From an optimization exercise on the open Yosys and OpenROAD flow, aimed at small area; shortcuts taken in it are not production practice.
In this exercise RTL edits were held to simulation tests only and were not proved equivalent to the original.
No driver is modelled on the clock port, so clocking that relies on it looks cheaper here than on a real chip.
Power is estimated from default activity; no workload was simulated.

File: flow/clkbuf.tcl
# Split the flip-flops into NX x NY groups by position; each group gets its
# own clock buffer at the centre of its flip-flops, driven by the clock port.
set block [ord::get_db_block]
set clknet [$block findNet clk]
set master [[ord::get_db] findMaster sky130_fd_sc_hd__clkbuf_8]
set nx 2; set ny 2
set pins {}
set xs {}; set ys {}
foreach it [$clknet getITerms] {
  if {[[$it getMTerm] getName] eq "CLK"} {
    set box [[$it getInst] getBBox]
    lappend pins [list $it [$box xMin] [$box yMin]]
  }
}
# split by x into nx columns (equal counts), then each column by y into ny rows
set pins [lsort -integer -index 1 $pins]
set n [llength $pins]
set k 0
for {set i 0} {$i < $nx} {incr i} {
  set col [lrange $pins [expr {$i * $n / $nx}] [expr {($i + 1) * $n / $nx - 1}]]
  set col [lsort -integer -index 2 $col]
  set m [llength $col]
  for {set j 0} {$j < $ny} {incr j} {
    set grp [lrange $col [expr {$j * $m / $ny}] [expr {($j + 1) * $m / $ny - 1}]]
    set net [odb::dbNet_create $block clk_leaf_$k]
    $net setSigType CLOCK
    set buf [odb::dbInst_create $block $master clk_leaf_buf_$k]
    set sx 0; set sy 0
    foreach p $grp {
      lassign $p it x y
      $it disconnect
      $it connect $net
      set sx [expr {$sx + $x}]; set sy [expr {$sy + $y}]
    }
    [$buf findITerm A] connect $clknet
    [$buf findITerm X] connect $net
    $buf setLocation [expr {$sx / [llength $grp]}] [expr {$sy / [llength $grp]}]
    $buf setPlacementStatus PLACED
    incr k
  }
}
puts "clkbuf.tcl: $n clock pins on $k buffers"
File: flow/area_r1.abc
strash
&get -n
&deepsyn -J 200 -T 120 -S @SEED@
&put
dch -f
amap -m
File: design.v
module display(clk,rst_n,rst_n1,hex1,hex2,hex3,hex4,hex5,hex6,add_in,sub_in,model_in);
	input clk;
	input rst_n;
	input rst_n1;
	output reg [6:0] hex1,hex2,hex3,hex4,hex5,hex6;
	input  add_in,sub_in,model_in;
	reg [6:0] cnt1;
	reg [5:0] cnt2;
	wire t20 = (cnt1[5:0] == 6'b001110);                    
	wire t1s = t20 & cnt2[5] & cnt2[4] & cnt2[0];           
	wire tsw = ((cnt1 & 7'b1111100) == 7'b1001000) | ((cnt1 & 7'b1111011) == 7'b1011001);
	always @(posedge clk or negedge rst_n)
	if (!rst_n)
		cnt1 <= 7'b0011100;
	else
		cnt1 <= {cnt1[5:0], ~(cnt1[6] ^ cnt1[5]) ^ t20};
	wire [5:0] a2;
	assign a2[0] = t20;
	assign a2[1] = t20 & cnt2[0];
	assign a2[2] = a2[1] & cnt2[1];
	assign a2[3] = a2[2] & cnt2[2];
	assign a2[4] = a2[3] & cnt2[3];
	assign a2[5] = a2[4] & cnt2[4];
	wire [5:0] tc2 = {a2[5] | t1s, a2[4] | t1s, a2[3], a2[2], a2[1] & ~(cnt2[5] & cnt2[4]), a2[0]};
	always @(posedge clk or negedge rst_n)
	if (!rst_n)
		cnt2 <= 6'd0;
	else
		cnt2 <= cnt2 ^ tc2;
	reg [2:0] pin_status_n, pin_status_rn;
	always @(posedge clk or negedge rst_n)
	if (!rst_n)
		pin_status_n <= 3'b000;
	else if (t20)
		pin_status_n <= ~{add_in,sub_in,model_in};
	always @(posedge clk)
		pin_status_rn <= pin_status_n;
	wire [2:0] ev = ~pin_status_rn & pin_status_n;
	wire ev_add = ev[2];
	wire ev_sub = ev[1] & ~ev[2];
	wire ev_mod = ev[0];
	reg [1:0] g;
	always @(posedge clk or negedge rst_n)
	if (!rst_n)
		g <= 2'd0;
	else if (ev_mod)
		g <= {g[0], ~g[1]};
	wire md1 = g[0] & ~g[1];
	wire md2 = g[0] & g[1];
	wire md3 = ~g[0] & g[1];
	reg sw_sel;
	always @(posedge clk)
		sw_sel <= md3;
	reg [3:0] s1; reg [2:0] s2; reg [3:0] n1; reg [2:0] n2; reg [3:0] h1; reg [1:0] h2;
	wire es1 = t1s & ~g[0];                       
	wire as1 = es1 & s1[0];
	wire cs1 = as1 & s1[3];
	wire as2 = cs1 & s2[0];
	wire cs2 = as2 & s2[2];
	always @(posedge clk or negedge rst_n)
	if (!rst_n) begin
		s1 <= 4'd0; s2 <= 3'd0;
	end else begin
		s1 <= s1 ^ {as1 & (s1[3] | s1[1] & s1[2]), as1 & s1[1], as1 & ~s1[3], es1};
		s2 <= s2 ^ {as2 & (s2[1] | s2[2]), as2 & ~s2[2], cs1};
	end
	wire U = cs2 | (md1 & ev_add);
	wire D = md1 & ev_sub;
	wire [6:0] tn;
	assign tn[0] = U | D;
	assign tn[1] = (n1[0]&~n1[3]&U) | (~n1[0]&(n1[1]|n1[2]|n1[3])&D);
	assign tn[2] = (n1[0]&n1[1]&U) | (~n1[0]&~n1[1]&(n1[2]|n1[3])&D);
	assign tn[3] = (~n1[0]&~n1[1]&~n1[2]&D) | (n1[0]&(n1[3]|n1[1]&n1[2])&U);
	wire n1_9u = n1[0]&n1[3]&U;
	wire n1_0d = ~n1[0]&~n1[1]&~n1[2]&~n1[3]&D;
	assign tn[4] = n1_0d | n1_9u;
	assign tn[5] = (n1_0d & ~n2[0] & (n2[1] | n2[2])) | (n1_9u & n2[0] & ~n2[2]);
	assign tn[6] = (n1_0d & ~n2[0] & ~n2[1]) | (n1_9u & n2[0] & (n2[1] | n2[2]));
	always @(posedge clk or negedge rst_n)
	if (!rst_n) begin
		n1 <= 4'd0; n2 <= 3'd0;
	end else begin
		{n2, n1} <= {n2, n1} ^ tn;
	end
	wire A  = cs2 & n1[0] & n1[3] & n2[0] & n2[2];
	wire HU = md2 & ev_add;
	wire HD = md2 & ev_sub;
	wire [5:0] th;
	assign th[0] = (~h1[3]&A) | (h1[0]&A) | (h1[1]&A) | (HU) | (HD) | (h1[2]&A);
	assign th[1] = (~h1[0]&~h2[0]&HD) | (h1[0]&~h1[3]&HU) | (h1[0]&h1[1]&HU) | (h1[0]&h1[2]&HU) | (~h1[0]&h1[1]&HD) | (~h1[0]&h1[2]&HD) | (~h1[0]&h1[3]&HD) | (h1[0]&A);
	assign th[2] = (h1[0]&h1[1]&~h2[0]&HU) | (h1[0]&h1[1]&~h2[0]&A) | (~h1[0]&~h1[1]&h1[2]&HD) | (~h1[0]&~h1[1]&h1[3]&HD) | (h1[0]&h1[1]&h2[1]&A) | (h1[0]&h1[1]&h2[1]&HU);
	assign th[3] = (h1[0]&h1[1]&h1[2]&HU) | (h1[0]&h1[1]&h1[2]&A) | (~h1[0]&~h1[1]&~h1[2]&h1[3]&A) | (~h1[0]&~h1[1]&~h1[2]&h1[3]&HD) | (h1[0]&~h1[1]&~h1[2]&h1[3]&HU) | (~h1[0]&~h1[1]&~h1[2]&h2[0]&HD);
	assign th[4] = (~h1[0]&~h1[1]&~h1[2]&~h1[3]&~h2[0]&HD) | (~h1[0]&~h1[1]&~h1[2]&~h1[3]&h2[1]&HD) | (h1[0]&h1[1]&h2[0]&~h2[1]&A) | (h1[0]&h1[1]&h2[0]&~h2[1]&HU) | (h1[0]&~h1[1]&~h1[2]&h1[3]&~h2[1]&HU) | (~h1[0]&~h1[1]&~h1[2]&h1[3]&~h2[1]&A);
	assign th[5] = (~h1[0]&~h1[1]&~h1[2]&h1[3]&A) | (h1[0]&~h1[1]&~h1[2]&h1[3]&HU) | (~h1[0]&~h1[1]&~h1[2]&~h1[3]&h2[0]&HD);
	always @(posedge clk or negedge rst_n)
	if (!rst_n) begin
		h1 <= 4'd0; h2 <= 2'd0;
	end else begin
		{h2, h1} <= {h2, h1} ^ th;
	end
	reg [3:0] w1, w2, w3; reg [2:0] w4; reg [3:0] w5; reg w6;
	wire wclr = md3 & ~rst_n1 & ev_add;
	wire ew1 = md3 & rst_n1 & tsw;
	wire aw1 = ew1 & w1[0];
	wire ew2 = aw1 & w1[3];
	wire aw2 = ew2 & w2[0];
	wire ew3 = aw2 & w2[3];
	wire aw3 = ew3 & w3[0];
	wire ew4 = aw3 & w3[3];
	wire aw4 = ew4 & w4[0];
	wire ew5 = aw4 & w4[2];
	wire aw5 = ew5 & w5[0];
	wire ew6 = aw5 & w5[3];
	always @(posedge clk or negedge rst_n)
	if (!rst_n) begin
		w1 <= 4'd0; w2 <= 4'd0; w3 <= 4'd0; w4 <= 3'd0; w5 <= 4'd0; w6 <= 1'b0;
	end else if (wclr) begin
		w1 <= 4'd0; w2 <= 4'd0; w3 <= 4'd0; w4 <= 3'd0; w5 <= 4'd0; w6 <= 1'b0;
	end else begin
		w1 <= w1 ^ {aw1 & (w1[3] | w1[1] & w1[2]), aw1 & w1[1], aw1 & ~w1[3], ew1};
		w2 <= w2 ^ {aw2 & (w2[3] | w2[1] & w2[2]), aw2 & w2[1], aw2 & ~w2[3], ew2};
		w3 <= w3 ^ {aw3 & (w3[3] | w3[1] & w3[2]), aw3 & w3[1], aw3 & ~w3[3], ew3};
		w4 <= w4 ^ {aw4 & (w4[1] | w4[2]), aw4 & ~w4[2], ew4};
		w5 <= w5 ^ {aw5 & (w5[3] | w5[1] & w5[2]), aw5 & w5[1], aw5 & ~w5[3], ew5};
		w6 <= w6 | ew6;
	end
	wire [3:0] d1 = sw_sel ? w1 : s1;
	wire [3:0] d2 = sw_sel ? w2 : {1'b0, s2};
	wire [3:0] d3 = sw_sel ? w3 : n1;
	wire [2:0] d4 = sw_sel ? w4 : n2;
	wire [3:0] d5 = sw_sel ? w5 : h1;
	function [6:0] seg9;
		input [3:0] d;
		begin
			seg9[6] = (d[0]&~d[1]&~d[2]&~d[3]) | (~d[0]&~d[1]&d[2]);
			seg9[5] = (d[0]&~d[1]&d[2]) | (~d[0]&d[1]&d[2]);
			seg9[4] = ~d[0] & d[1] & ~d[2];
			seg9[3] = (d[0]&~d[1]&~d[2]&~d[3]) | (~d[0]&~d[1]&d[2]) | (d[0]&d[1]&d[2]);
			seg9[2] = d[0] | (~d[1] & d[2]);
			seg9[1] = (d[0]&~d[2]&~d[3]) | (d[1]&~d[2]) | (d[0]&d[1]);
			seg9[0] = (~d[1]&~d[2]&~d[3]) | (d[0]&d[1]&d[2]);
		end
	endfunction
	function [6:0] seg5;
		input [2:0] d;
		begin
			seg5[6] = (d[0]&~d[1]&~d[2]) | (~d[0]&d[2]);
			seg5[5] = d[0] & d[2];
			seg5[4] = ~d[0] & d[1];
			seg5[3] = (d[0]&~d[1]&~d[2]) | (~d[0]&d[2]);
			seg5[2] = d[0] | d[2];
			seg5[1] = (d[0] & ~d[2]) | d[1];
			seg5[0] = ~d[1] & ~d[2];
		end
	endfunction
	function [6:0] seg15;
		input [3:0] d;
		begin
			seg15[6] = (d[0]&~d[1]&~d[2]&~d[3]) | (~d[0]&~d[1]&d[2]) | (d[1]&d[3]) | (d[2]&d[3]);
			seg15[5] = (d[0]&~d[1]&d[2]) | (~d[0]&d[1]&d[2]) | (d[1]&d[3]) | (d[2]&d[3]);
			seg15[4] = (~d[0]&d[1]&~d[2]) | (d[1]&d[3]) | (d[2]&d[3]);
			seg15[3] = (d[0]&~d[1]&~d[2]&~d[3]) | (~d[0]&~d[1]&d[2]) | (d[0]&d[1]&d[2]) | (d[1]&d[3]) | (d[2]&d[3]);
			seg15[2] = d[0] | (d[1]&d[3]) | (~d[1]&d[2]);
			seg15[1] = (d[0]&~d[2]&~d[3]) | (d[1]&~d[2]) | (d[0]&d[1]) | (d[2]&d[3]);
			seg15[0] = (~d[1]&~d[2]&~d[3]) | (d[0]&d[1]&d[2]) | (d[1]&d[3]) | (d[2]&d[3]);
		end
	endfunction
	always @* begin
		hex1 = seg9(d1);
		hex2 = seg9(d2);
		hex3 = seg9(d3);
		hex4 = seg5(d4);
		hex5 = seg15(d5);
		if (sw_sel)
			hex6 = w6 ? 7'b1111111 : 7'b0000001;
		else
			hex6 = {h2[1], 1'b0, h2[0] & ~h2[1], h2[1], h2[1], h2[0], ~h2[0] | h2[1]};
	end
endmodule
File: flow/rstbuf.tcl
# Reset net: one buffer (buf_2) at the centre of the flip-flops' reset pins drives
# them all; the reset port's input buffer then drives only that buffer.
proc my_split_net {netname cell bufname} {
  set block [ord::get_db_block]
  set net [$block findNet $netname]
  if {$net eq "NULL" || $net eq ""} { puts "rstbuf: no net $netname"; return }
  set drv ""
  set sinks {}
  foreach it [$net getITerms] {
    if {[$it getIoType] eq "OUTPUT"} { set drv $it } else { lappend sinks $it }
  }
  if {[llength $sinks] < 8} { return }
  set master [[ord::get_db] findMaster $cell]
  set newnet [odb::dbNet_create $block ${netname}_buf]
  set buf [odb::dbInst_create $block $master $bufname]
  set sx 0; set sy 0
  foreach it $sinks {
    set box [[$it getInst] getBBox]
    set sx [expr {$sx + [$box xMin]}]; set sy [expr {$sy + [$box yMin]}]
    $it disconnect
    $it connect $newnet
  }
  [$buf findITerm A] connect $net
  [$buf findITerm X] connect $newnet
  $buf setLocation [expr {$sx / [llength $sinks]}] [expr {$sy / [llength $sinks]}]
  $buf setPlacementStatus PLACED
  puts "rstbuf: [llength $sinks] sinks of $netname moved to $bufname ($cell)"
}
# the net that drives the flip-flops' asynchronous reset/set pins
set block [ord::get_db_block]
foreach net [$block getNets] {
  set k 0
  foreach it [$net getITerms] {
    set mt [[$it getMTerm] getName]
    if {$mt eq "RESET_B" || $mt eq "SET_B"} { incr k }
  }
  if {$k >= 8} { my_split_net [$net getName] sky130_fd_sc_hd__buf_2 rst_tree_buf; break }
}
File: flow/pre_resize.tcl
# Hook run before placement repair: smallest cell sizes, then one reset buffer
# (replacing any buffer global placement put on the reset net).
source [file join [file dirname [info script]] downsize.tcl]
source [file join [file dirname [info script]] unbuf_rst.tcl]
source [file join [file dirname [info script]] rstbuf.tcl]
File: constraint.sdc
create_clock -name core_clock -period 20.0 [get_ports {clk}]
set_input_delay 4.0000 -clock core_clock [delete_from_list [all_inputs] [get_ports {clk}]]
set_output_delay 4.0000 -clock core_clock [all_outputs]
set_load 0.01 [all_outputs]
File: flow/own_synth.py
# Writes own_synth_<tag>.tcl and synth_mod_<tag>.tcl (plus area_<tag>.abc)
# into the work folder: the standard flow's synthesis script with two changes in ORFS's
# synth.tcl: no half/full-adder extraction, and ABC run with an
# area-oriented script (flow/area_<recipe>.abc, ABC random seed <seed>) instead of the
# delay-oriented one. Everything before ABC (so every register) is unchanged.
import os, sys
here, flowdir, flow_home, recipe, seed = sys.argv[1:6]
tag = '%s_%s' % (recipe, seed)
abc = open(os.path.join(flowdir, 'area_%s.abc' % recipe)).read().replace('@SEED@', seed)
abc_path = os.path.join(here, 'area_%s.abc' % tag)
open(abc_path, 'w').write(abc)
s = open(os.path.join(flow_home, 'scripts', 'synth.tcl')).read()
a = "  [env_var_exists_and_non_empty ADDER_MAP_FILE] &&"
assert s.count(a) == 1
s = s.replace(a, "  0 && [env_var_exists_and_non_empty ADDER_MAP_FILE] &&")
b = "  log_cmd abc {*}$abc_args"
assert s.count(b) == 1
s = s.replace(b, "  set abc_args [lreplace $abc_args 1 1 {%s}]\n%s" % (abc_path, b))
mod = os.path.join(here, 'synth_mod_%s.tcl' % tag)
open(mod, 'w').write(s)
t = open(os.path.join(here, 'synth_recipe.tcl')).read()
c = "source $::env(SCRIPTS_DIR)/synth.tcl"
assert t.count(c) == 1
t = t.replace(c, "source {%s}" % mod)
open(os.path.join(here, 'own_synth_%s.tcl' % tag), 'w').write(t)
File: flow/regs.py
# Prints the registers (cell type and instance name) of a Yosys netlist, sorted.
import re, sys
txt = open(sys.argv[1]).read()
regs = sorted(set(re.findall(r'^\s*(sky130_fd_sc_hd__(?:df|edf|sdf|dl)\w*)\s+(\S+)\s*\(', txt, re.M)))
for t, n in regs:
    print(t, n)
File: flow/area_r2.abc
strash
&get -n
&deepsyn -J 200 -T 120 -S @SEED@
&put
dc2
dch -f
amap -m
File: flow/unbuf_rst.tcl
# If the net that drives the flip-flops' reset pins is driven by a buffer that
# global placement's repair inserted (place*), remove that buffer: rstbuf.tcl
# then drives the reset pins from one buffer at their centre.
set block [ord::get_db_block]
foreach net [$block getNets] {
  set k 0
  set drv ""
  foreach it [$net getITerms] {
    set mt [[$it getMTerm] getName]
    if {$mt eq "RESET_B" || $mt eq "SET_B"} { incr k }
    if {[$it getIoType] eq "OUTPUT"} { set drv [$it getInst] }
  }
  if {$k < 8 || $drv eq ""} continue
  if {![string match "place*" [$drv getName]]} break
  set in [[$drv findITerm A] getNet]
  foreach it [$net getITerms] {
    if {[$it getInst] eq $drv} continue
    $it disconnect
    $it connect $in
  }
  puts "unbuf_rst.tcl: removed [$drv getName]"
  odb::dbInst_destroy $drv
  odb::dbNet_destroy $net
  break
}
File: config.mk
export PLATFORM = sky130hd
export DESIGN_NAME = display
export DESIGN_NICKNAME = display
export VERILOG_FILES = /design/flow/design.v
export SDC_FILE = /design/flow/constraint.sdc
export NUM_CORES = 4
export LEC_CHECK = 0
export CAP_MARGIN = 0
export CORE_MARGIN = 2
export CORE_UTILIZATION = 70
export CTS_BUF_LIST = sky130_fd_sc_hd__clkbuf_4
export SLEW_MARGIN = 0
File: standard.sh
#!/bin/bash
# synth_recipe.tcl (not shown) runs the flow's synth.tcl, then flattens the netlist and writes it again
# the make line also repeats each setting of config.mk as NAME=value (left out here)
make -C /OpenROAD-flow-scripts/flow DESIGN_CONFIG=/design/flow/config.mk WORK_HOME=/design/flow/orfs CLKGATE_MAP_FILE= SYNTH_SCRIPT=/design/flow/synth_recipe.tcl "${@:-finish}"
File: flow/run.sh
#!/bin/bash
# Layout flow:
#  2. the same synthesis again, without adder extraction and with an
#     area-oriented ABC script (three recipes, flow/area_*.abc), each for
#     several ABC random seeds; the smallest
#     netlist whose registers (names and cell types) are exactly those of the
#     standard synthesis replaces the standard one (if none, the standard
#     synthesis is kept)
#  3. the standard layout steps, with port buffers of the smallest buffer
#     (buf_1); every cell swapped to its smallest drive strength and the
#     reset pins driven by one buf_2 at their centre, just before placement
#     repair; and, instead of TritonCTS's H-tree, a clock tree of four
#     clkbuf_8, one per quarter of the flip-flops, each driven by the clock
#     port (TritonCTS is pointed at the reset port's net, which has a single
#     sink, so it adds nothing; it would otherwise build an H-tree in front of
#     the four buffers).
# Each tool's output goes to a log file in this folder (and ORFS's own logs).
set -euo pipefail
HERE=$(pwd)
FLOWDIR=$HERE/flow
RES=$HERE/orfs/results/$FLOW_PLATFORM/display/base

bash standard.sh synth > $HERE/synth_standard.log 2>&1
cp $RES/1_2_yosys.v $HERE/standard_netlist.v
python3 $FLOWDIR/regs.py $HERE/standard_netlist.v > $HERE/regs_standard.txt

CANDS=""
for R in r2 r1 r5; do for S in $(seq 0 11); do CANDS="$CANDS ${R}_$S"; done; done
run_seed() {
  local S=$1
  python3 $FLOWDIR/own_synth.py $HERE $FLOWDIR $FLOW_HOME ${S%%_*} ${S#*_}
  local CMD
  CMD=$(grep '^make -C' standard.sh | sed -e "s#SYNTH_SCRIPT=[^ ]*#SYNTH_SCRIPT=$HERE/own_synth_$S.tcl#" \
        -e "s#WORK_HOME=[^ ]*#WORK_HOME=$HERE/syn_$S#" -e 's#"${@:-finish}"#synth#')
  bash -c "set -euo pipefail; $CMD" > $HERE/synth_own_$S.log 2>&1 || true
}
for S in $CANDS; do
  run_seed $S &
  while [ $(jobs -rp | wc -l) -ge 4 ]; do sleep 1; done
done
wait

BEST=""; BESTA=""
for S in $CANDS; do
  R=$HERE/syn_$S/results/$FLOW_PLATFORM/display/base
  STAT=$HERE/syn_$S/reports/$FLOW_PLATFORM/display/base/synth_stat.txt
  [ -f $R/1_synth.odb ] && [ -f $STAT ] || continue
  python3 $FLOWDIR/regs.py $R/1_2_yosys.v > $HERE/regs_own_$S.txt
  cmp -s $HERE/regs_standard.txt $HERE/regs_own_$S.txt || continue
  A=$(grep "Chip area for module" $STAT | head -1 | awk '{print $NF}')
  echo "seed $S area $A" >> $HERE/synth_choice.log
  if [ -z "$BEST" ] || python3 -c "import sys; sys.exit(0 if float('$A') < float('$BESTA') else 1)"; then
    BEST=$S; BESTA=$A
  fi
done

if [ -n "$BEST" ]; then
  R=$HERE/syn_$BEST/results/$FLOW_PLATFORM/display/base
  for f in 1_2_yosys.v 1_2_yosys.sdc 1_synth.odb 1_synth.sdc; do
    cp $R/$f $RES/$f
    sleep 1
  done
  echo "own synthesis used: seed $BEST area $BESTA" >> $HERE/synth_choice.log
else
  echo "own synthesis refused, standard synthesis used" >> $HERE/synth_choice.log
fi
rm -rf $HERE/syn_*/objects $HERE/syn_*/results

export BUFFER_PORTS_ARGS="-buffer_cell sky130_fd_sc_hd__buf_1"
export CTS_ARGS="-clk_nets rst_n -buf_list sky130_fd_sc_hd__clkbuf_4 -dont_use_dummy_load"
export PRE_CTS_TCL=$FLOWDIR/clkbuf.tcl
export PRE_RESIZE_TCL=$FLOWDIR/pre_resize.tcl
bash standard.sh > $HERE/layout.log 2>&1
File: flow/area_r5.abc
strash
&get -n
&deepsyn -J 200 -T 120 -S @SEED@
&put
dc2
dch -f
amap -m
strash
dc2
dch -f
amap -m
File: flow/downsize.tcl
# Swap every standard cell for the smallest cell of the same function
# (same name apart from the drive-strength suffix). repair_design, which
# runs right after this hook, upsizes again where slew or load need it.
set db [ord::get_db]
set block [ord::get_db_block]
set dont_use [split $::env(DONT_USE_CELLS)]
array set best {}
array set bestA {}
foreach lib [$db getLibs] {
  foreach m [$lib getMasters] {
    set n [$m getName]
    if {[lsearch -exact $dont_use $n] >= 0} continue
    if {![regexp {^(sky130_fd_sc_hd__[a-z0-9]+)_([0-9]+)$} $n -> base drv]} continue
    set a [expr {[$m getWidth] * [$m getHeight]}]
    if {![info exists bestA($base)] || $a < $bestA($base)} {
      set bestA($base) $a
      set best($base) $n
    }
  }
}
set count 0
foreach inst [$block getInsts] {
  set n [[$inst getMaster] getName]
  if {![regexp {^(sky130_fd_sc_hd__[a-z0-9]+)_([0-9]+)$} $n -> base drv]} continue
  if {[string match "*tapvpwrvgnd*" $base] || [string match "*fill*" $base] || [string match "*decap*" $base]} continue
  if {![info exists best($base)]} continue
  set a [expr {[[$inst getMaster] getWidth] * [[$inst getMaster] getHeight]}]
  if {$best($base) ne $n && $bestA($base) < $a} {
    replace_cell [$inst getName] $best($base)
    incr count
  }
}
puts "downsize.tcl: replaced $count cells"
==> run notes <==
routing by layer:
layer	global-route usage, %	vias up	part of all wire (%)
li1	-	1374	-
met1	36.78	1282	45
met2	48.04	85	50
met3	1.299	12	4.0
met4	4.701	0	1.3
met5	0	-	0
placed cells by master (no fill, tap or decap), types with 5 or more instances in the layout:
cell type,n
o22ai_1,28
nor2_1,68
a21oi_1,24
nand2_1,29
buf_1,47
nor3_1,13
o21a_1,11
and3_1,5
o21ai_0,27
dfrtp_1,55
clkinv_1,52
a211oi_1,9
nor2b_1,11
nand3_1,5
layout make-up:
type                       count  area, um2
fill                         280      755.7
timing repair buffer          48      180.2
sequential                    62       1535
buffer                         5      62.56
inverter                      52      195.2
tap                           50      62.56
multi-input combinational    252       1295
state kept, by name, summed over array words and instances, names as in the netlist:
| register | count |
|---|---|
| h2 | 2 |
| w6 | 1 |
| cnt2 | 6 |
| h1 | 4 |
| g | 2 |
| w5 | 4 |
| cnt1 | 7 |
| w1 | 4 |
| w2 | 4 |
| n2 | 3 |
| pin_status_rn | 3 |
| sw_sel | 1 |
| n1 | 4 |
| w3 | 4 |
| pin_status_n | 3 |
| s1 | 4 |
| w4 | 3 |
| s2 | 3 |
final timing paths:
kind,from,end,slack (ps),cells past startpoint
max,sw_sel$_DFF_P_,hex3[3],12570,8
min,cnt1[2]$_DFF_PN1_,cnt1[3]$_DFF_PN1_,370,0
max reg2reg,cnt1[2]$_DFF_PN1_,h1[2]$_DFF_PN0_,16720,17
min reg2reg,cnt1[2]$_DFF_PN1_,cnt1[3]$_DFF_PN1_,370,0
max in group asynchronous,rst_n,s1[1]$_DFF_PN0_,15460,2
min in group asynchronous,rst_n,w5[3]$_DFF_PN0_,4090,2
power breakdown:
part	internal, mW	total [mW]	switching [mW]
clock network	0.0185	0.0478	0.0293
logic	0.000772	0.00372	0.00295
registers	0.126	0.126	0.000358
total	0.145	0.178	0.0326
critical path: cells and delay by family (launching register included):
| family | cells | cell delay [ps] |
|---|---|---|
| buffers and inverters | 3 | 1000 |
| AND/OR/NAND/NOR | 1 | 130 |
| AO/OA/AOI/OAI | 4 | 1320 |
| flip-flops | 1 | 820 |
through the flow:
stage	hold slack, ps	cells	area (um2)	utilization [%]
after floorplan	351.0	369	3048	-
after global placement	354.7	465	3287	80.43
after detailed placement	361.4	465	3273	80.10
after CTS	357.6	469	3328	81.45
after global routing	374.3	469	3331	81.51
final	370.4	469	3331	81.51
==> results.json <==
{
  "synth_warnings": 1,
  "grt_remaining_overflow": 0,
  "gp_congestion": 0.8519,
  "port-buffer-count": 47,
  "power_uw": 177.5,
  "synth_nets": 375,
  "fmax_mhz": 134.6,
  "path_class": "register to primary output",
  "fp.dieH_um": 69.99,
  "clock_latency_ps": 150,
  "syn_inst": 369,
  "track_usage_pct": 26.76,
  "core_area_um2": 4086,
  "maxSlewViolCount": 0,
  "worst_ep_arrival_time_ps": 3430,
  "fin_crit_sh_pct": 37.14,
  "worst_pin_slew_ps": 753.7,
  "cpMostUsedCell": "clkinv_1",
  "cp_max_fo": 22,
  "hold_viol_final": 0,
  "drt_wl_total_um": 6312,
  "cp_slowest_cell": "dfxtp_1",
  "path_cells": "clkinv_1 -> o22ai_1 -> nor2_1 -> a311oi_1 -> a21oi_1 -> o21ai_0 -> clkinv_1 -> buf_1",
  "fin_setup_tns_ps": 0,
  "max_stage_delay_ps": 820,
  "start_util_pct": 74.59,
  "finClkSkew_ps": 4.604,
  "postCtsSetupBuffers": 0,
  "postCtsHoldBufs": 0,
  "maxSlewHeadroom_pct": 49.69,
  "avgRoutedWirePerCell_um": 13.46,
  "outcome": "timing/DRC/antenna clean",
  "syn_to_final_growth_pct": 9.277,
  "dp_worst_setup_slack_ps": 12850,
  "finalWorstSetupSlack_ps": 12570,
  "row_count": 23,
  "powerDensity_nw_per_um2": 53.30,
  "syn-cell-area_um2": 3048,
  "hold_path_class": "register to register",
  "drc": 0,
  "peakVddDrop_uv": 57.37,
  "antenna_left": 0,
  "avgSynthCellArea_um2": 8.260,
  "rsz0062_at_grt": "false",
  "clkTransAtPathRegs_ps": 90,
  "firstDrtPassIters": 4,
  "die_w_um": 69.99,
  "period_needed_ps": 7427,
  "grt_pass1_wl_um": 11200,
  "diodes": 0,
  "io_pins": 48,
  "die_area_um2": 4898,
  "endpoint_kind": "primary output",
  "dp_hpwl_um": 4815,
  "antenna_found_initial": 0,
  "start_kind": "register",
  "drtIter0Drc": 221,
  "setup_viol": 0,
  "grt_pass1_vias": 2646,
  "drive_gt1_share_pct": 1.909,
  "grt_start_max_net_pins": 59,
  "cts_resized": 0,
  "final_nets": 427,
  "max-cap-violations": 0,
  "vias": 2753,
  "total_leakage_power_nw": 1.375,
  "viasPerCell": 5.870,
  "cp_data_required_time_ps": 16000
}

## separate check: timing with driven ports
In the flow no input, the clock included, has a driving cell. The finished layout below was timed again as built, in two steps.
Step 1: set_driving_cell puts a clkbuf_16 on clk and a buf_2 on each other input, an assumption about the parent block.
Step 2 also shifts input and output timing later by t, the mid clock arrival at the registers, as if the neighbouring blocks saw the same clock.
Slacks: ideal / step 1 / step 2; pairs: ideal / step 1.
shift t [ns]: 0.205
slack for setup (ns): 12.573 / 12.518 / 12.722
hold WS [ns]: 0.370 / 0.370 / 0.370
worst setup path after step 2: register to output
After both steps setup and hold are still met in this run. For this run, drivers alone change the setup slack by -0.055 ns; drivers and shift together by +0.149 ns.
